Source: an optimization exercise on an open RTL-to-GDS flow (aim: small area). Production flows keep margins and buffers that such runs may drop.
Only simulation tests tie the RTL to the original design; equivalence was not proved.
The flow treats the clock pin as an ideal source. Dropping or thinning the clock tree relies on that and would not hold on a real chip.
Power figures rest on the tool's default switching activity, not on a simulated workload.

job 6073:
## final_RRB
module final_RRB(
    reset,
    clk,
    request,
    weight,
    grant
);
Size: about 190 cells after synthesis, roughly 9 flip-flops, roughly 270 I/O pins, roughly 1300 sq um of cells after synthesis.
==> flow/config.mk <==
export PLATFORM = sky130hd
export DESIGN_NAME = final_RRB
export DESIGN_NICKNAME = final_RRB
export VERILOG_FILES = /design/flow/design.v
export SDC_FILE = /design/flow/constraint.sdc
export NUM_CORES = 4
export LEC_CHECK = 0
export CAP_MARGIN = 20
export CORE_AREA = 3 3 97 97
export CTS_BUF_LIST = sky130_fd_sc_hd__clkbuf_2
export DIE_AREA = 0 0 100 100
export SLEW_MARGIN = 20
==> flow/constraint.sdc <==
create_clock -name core_clock -period 5.0 [get_ports {clk}]
set_input_delay 1.0000 -clock core_clock [delete_from_list [all_inputs] [get_ports {clk}]]
set_output_delay 1.0000 -clock core_clock [all_outputs]
set_load 0.01 [all_outputs]
standard.sh (not shown) runs the stock make flow with config.mk's settings and CLKGATE_MAP_FILE= SYNTH_SCRIPT=/design/flow/synth_recipe.tcl, a recipe that flattens the netlist after the stock synthesis.
==> flow/flow/run.sh <==
#!/bin/bash
# Standard ORFS layout with these changes:
#  - synthesis maps the logic with area-oriented ABC scripts (flow/synth.tcl),
#    and without Yosys's half/full-adder extraction (ADDER_MAP_FILE empty);
#  - every input and output port gets the smallest buffer, buf_1, instead of
#    the one buffer_ports picks by default;
#  - after CTS, the registers are all driven by the root clock buffer
#    (flow/cts_post.tcl), since there are only a few of them;
#  - the buffers timing-driven global placement adds are removed before
#    the resize step, which adds back the ones needed (flow/resize_pre.tcl).
set -euo pipefail
export MY_FLOW_DIR=$PWD/flow
bash standard.sh SYNTH_SCRIPT=$PWD/flow/synth.tcl ADDER_MAP_FILE= \
  'BUFFER_PORTS_ARGS=-buffer_cell sky130_fd_sc_hd__buf_1' \
  PRE_RESIZE_TCL=$PWD/flow/resize_pre.tcl POST_CTS_TCL=$PWD/flow/cts_post.tcl finish > standard.log 2>&1
==> flow/flow/abc_2.script <==
strash
&get -n
&st
&deepsyn -T 20
&dch -f
&nf -a -R 1000 -C 32
&put
==> flow/flow/abc_3.script <==
strash
&get -n
&st
&deepsyn -T 20 -S 3
&dch -f
&nf -a -R 1000 -C 32
&put
==> flow/flow/abc_4.script <==
strash
&get -n
&st
&deepsyn -T 20
&dch -f
&nf -a -p -R 1000 -C 32
&put
==> flow/flow/abc_5.script <==
strash
&get -n
&st
&deepsyn -T 20
&dch -f
&nf -a -R 1000
&put
==> flow/flow/resize_pre.tcl <==
# Before the resize step: remove the buffers that timing-driven global
# placement added while cells were still spread out (named place*); the
# resize step's repair_design adds back any that the placed design needs.
set bufs [get_cells -quiet place*]
puts "resize_pre: removing [llength $bufs] placement buffers"
if { [llength $bufs] > 0 } {
  remove_buffers $bufs
}
Other scripts of this flow, unchanged in this note and not shown: flow/flow/abc_1.script, flow/flow/cts_post.tcl, flow/flow/synth.tcl
Job 6073: PASS, flow complete, no timing, DRC or antenna violations
Modified inputs, job 2464 compared to job 6073
--- a/flow/flow/run.sh
+++ b/flow/flow/run.sh
@@ -7,5 +7,3 @@
 #  - after CTS, the registers are all driven by the root clock buffer
-#    (flow/cts_post.tcl), since there are only a few of them;
-#  - the buffers timing-driven global placement adds are removed before
-#    the resize step, which adds back the ones needed (flow/resize_pre.tcl).
+#    (flow/cts_post.tcl), since there are only a few of them.
 set -euo pipefail
@@ -14,2 +12,2 @@
   'BUFFER_PORTS_ARGS=-buffer_cell sky130_fd_sc_hd__buf_1' \
-  PRE_RESIZE_TCL=$PWD/flow/resize_pre.tcl POST_CTS_TCL=$PWD/flow/cts_post.tcl finish > standard.log 2>&1
+  POST_CTS_TCL=$PWD/flow/cts_post.tcl finish > standard.log 2>&1
==> flow/flow/abc_2.script <==
strash
&get -n
&st
&deepsyn -T 20
&dch -f
&nf -a -R 1000
&put
==> flow/flow/abc_3.script <==
strash
&get -n
&st
&deepsyn -T 20 -S 7
&dch -f
&nf -a -R 1000
&put
==> flow/flow/abc_4.script <==
strash
ifraig
dc2
dch -f
map -a
removed: flow/flow/abc_5.script
removed: flow/flow/resize_pre.tcl
Results
Compared with job 6073, job 2464 shows a higher count of non-filler cells in the finished layout. Job 6073 has lower post-route worst setup slack than job 2464. Per the comparison of job 2464 with job 6073, routed wire length on met3 increased by 17 um relative to the old numbers; count of cell types in the netlist climbed about 3.7%; combinational group share of total power rose 5.7 points; average wire per standard cell lost 45%. Compare job 2464 and job 6073 | layout cell share with drive strength beyond 1 lower: job 2464. Job 2464 vs. job 6073: final cell area excluding filler cells now larger, sequential-to-total area share from yosys stat now smaller, via count now larger.
Modified inputs, job 4782 compared to job 2464
- swapping 3 3 97 97 for 3 3 67 67 in CORE_AREA
- swapping 0 0 100 100 for 0 0 70 70 in DIE_AREA
--- a/flow/flow/run.sh
+++ b/flow/flow/run.sh
@@ -7,3 +7,5 @@
 #  - after CTS, the registers are all driven by the root clock buffer
-#    (flow/cts_post.tcl), since there are only a few of them.
+#    (flow/cts_post.tcl), since there are only a few of them;
+#  - the buffers timing-driven global placement adds are removed before
+#    the resize step, which adds back the ones needed (flow/resize_pre.tcl).
 set -euo pipefail
@@ -12,2 +14,2 @@
   'BUFFER_PORTS_ARGS=-buffer_cell sky130_fd_sc_hd__buf_1' \
-  POST_CTS_TCL=$PWD/flow/cts_post.tcl finish > standard.log 2>&1
+  'PLACE_PINS_ARGS=-min_distance 1 -min_distance_in_tracks' PRE_RESIZE_TCL=$PWD/flow/resize_pre.tcl POST_CTS_TCL=$PWD/flow/cts_post.tcl finish > standard.log 2>&1
==> flow/flow/abc_2.script <==
strash
&get -n
&st
&deepsyn -T 20
&dch -f
&nf -a -R 1000 -C 32
&put
==> flow/flow/abc_3.script <==
strash
&get -n
&st
&deepsyn -T 20 -S 3
&dch -f
&nf -a -R 1000 -C 32
&put
==> flow/flow/abc_4.script <==
strash
&get -n
&st
&deepsyn -T 20
&dch -f
&nf -a -p -R 1000 -C 32
&put
==> flow/flow/abc_5.script (new file) <==
strash
&get -n
&st
&deepsyn -T 20
&dch -f
&nf -a -R 1000
&put
==> flow/flow/resize_pre.tcl (new file) <==
# Before the resize step: remove the buffers that timing-driven global
# placement added while cells were still spread out (named place*); the
# resize step's repair_design adds back any that the placed design needs.
# Port buffers are not touched.
set block [ord::get_db_block]
set n 0
foreach inst [$block getInsts] {
  set name [$inst getName]
  if { ![string match "place*" $name] } { continue }
  if { ![string match "sky130_fd_sc_hd__buf_*" [[$inst getMaster] getName]] } { continue }
  set in_net [[$inst findITerm A] getNet]
  set xo [$inst findITerm X]
  set out_net [$xo getNet]
  if { $in_net eq "NULL" || $out_net eq "NULL" } { continue }
  if { [llength [$out_net getBTerms]] > 0 } { continue }
  $xo disconnect
  foreach it [$out_net getITerms] {
    $it disconnect
    $it connect $in_net
  }
  [$inst findITerm A] disconnect
  odb::dbInst_destroy $inst
  odb::dbNet_destroy $out_net
  incr n
}
puts "resize_pre: removed $n placement buffers"
==> results.txt <==
- Summary of job 4782 over job 2464: via count saw an increase; number of rows in the core area saw a decrease; total power saw a decrease.
--- input diff job 4782..job 3631 ---
- swapping 0 0 70 70 for 0 0 100 100 in DIE_AREA
- swapping 3 3 67 67 for 3 3 97 97 in CORE_AREA
--- a/flow/flow/run.sh
+++ b/flow/flow/run.sh
@@ -7,5 +7,3 @@
 #  - after CTS, the registers are all driven by the root clock buffer
-#    (flow/cts_post.tcl), since there are only a few of them;
-#  - the buffers timing-driven global placement adds are removed before
-#    the resize step, which adds back the ones needed (flow/resize_pre.tcl).
+#    (flow/cts_post.tcl), since there are only a few of them.
 set -euo pipefail
@@ -14,2 +12,2 @@
   'BUFFER_PORTS_ARGS=-buffer_cell sky130_fd_sc_hd__buf_1' \
-  'PLACE_PINS_ARGS=-min_distance 1 -min_distance_in_tracks' PRE_RESIZE_TCL=$PWD/flow/resize_pre.tcl POST_CTS_TCL=$PWD/flow/cts_post.tcl finish > standard.log 2>&1
+  POST_CTS_TCL=$PWD/flow/cts_post.tcl finish > standard.log 2>&1
removed: flow/flow/resize_pre.tcl
Notes after the runs:
Job 3631 reached the end of the flow, and the finished layout is clean on the timing, design-rule and antenna checks. Job 3631 vs. job 4782: area added between synthesis and finish shows an increase of 7.1 points, post-placement cell area shows an increase of 94 sq um. On fraction of area in multi-input gates: between job 3631 and job 4782, it ends up higher for job 4782. Wire: job 3631 routes more than job 4782. Cell count after placement on job 3631 is up relative to job 4782. Register share of total power came out lower on job 3631 than on job 4782.

## what the ideal ports hide
The results above use ideal ports. As a check the final layouts listed here were re-extracted and re-timed, cells and wires unchanged. Step 1 (the two cells are an assumption about what drives the block):
set clk [get_ports {clk}]
set_driving_cell -lib_cell sky130_fd_sc_hd__clkbuf_16 $clk
set_driving_cell -lib_cell sky130_fd_sc_hd__buf_2 [delete_from_list [all_inputs] $clk]
Step 2 also shifts input and output timing later by t, the mid clock arrival at the registers, as if the neighbouring blocks saw the same clock. a / b / c = ideal / step 1 / step 2; a / b = the first two.
run	t (ns)	setup slack, ns	hold slack, ns	worst setup path after step 2
job 6073	0.183	1.640 / 1.594 / 1.411	0.555 / 0.555 / 0.555	input to register
job 2464	0.180	1.934 / 1.912 / 1.970	0.526 / 0.526 / 0.526	input to register
job 4782	0.188	2.081 / 2.063 / 2.095	0.522 / 0.522 / 0.522	input to register
job 3631	0.183	1.536 / 1.519 / 1.335	0.525 / 0.525 / 0.525	input to register
After both steps every run listed still meets setup and hold. For job 6073, which loses most, drivers alone change the setup slack by -0.046 ns; drivers and shift together by -0.229 ns.
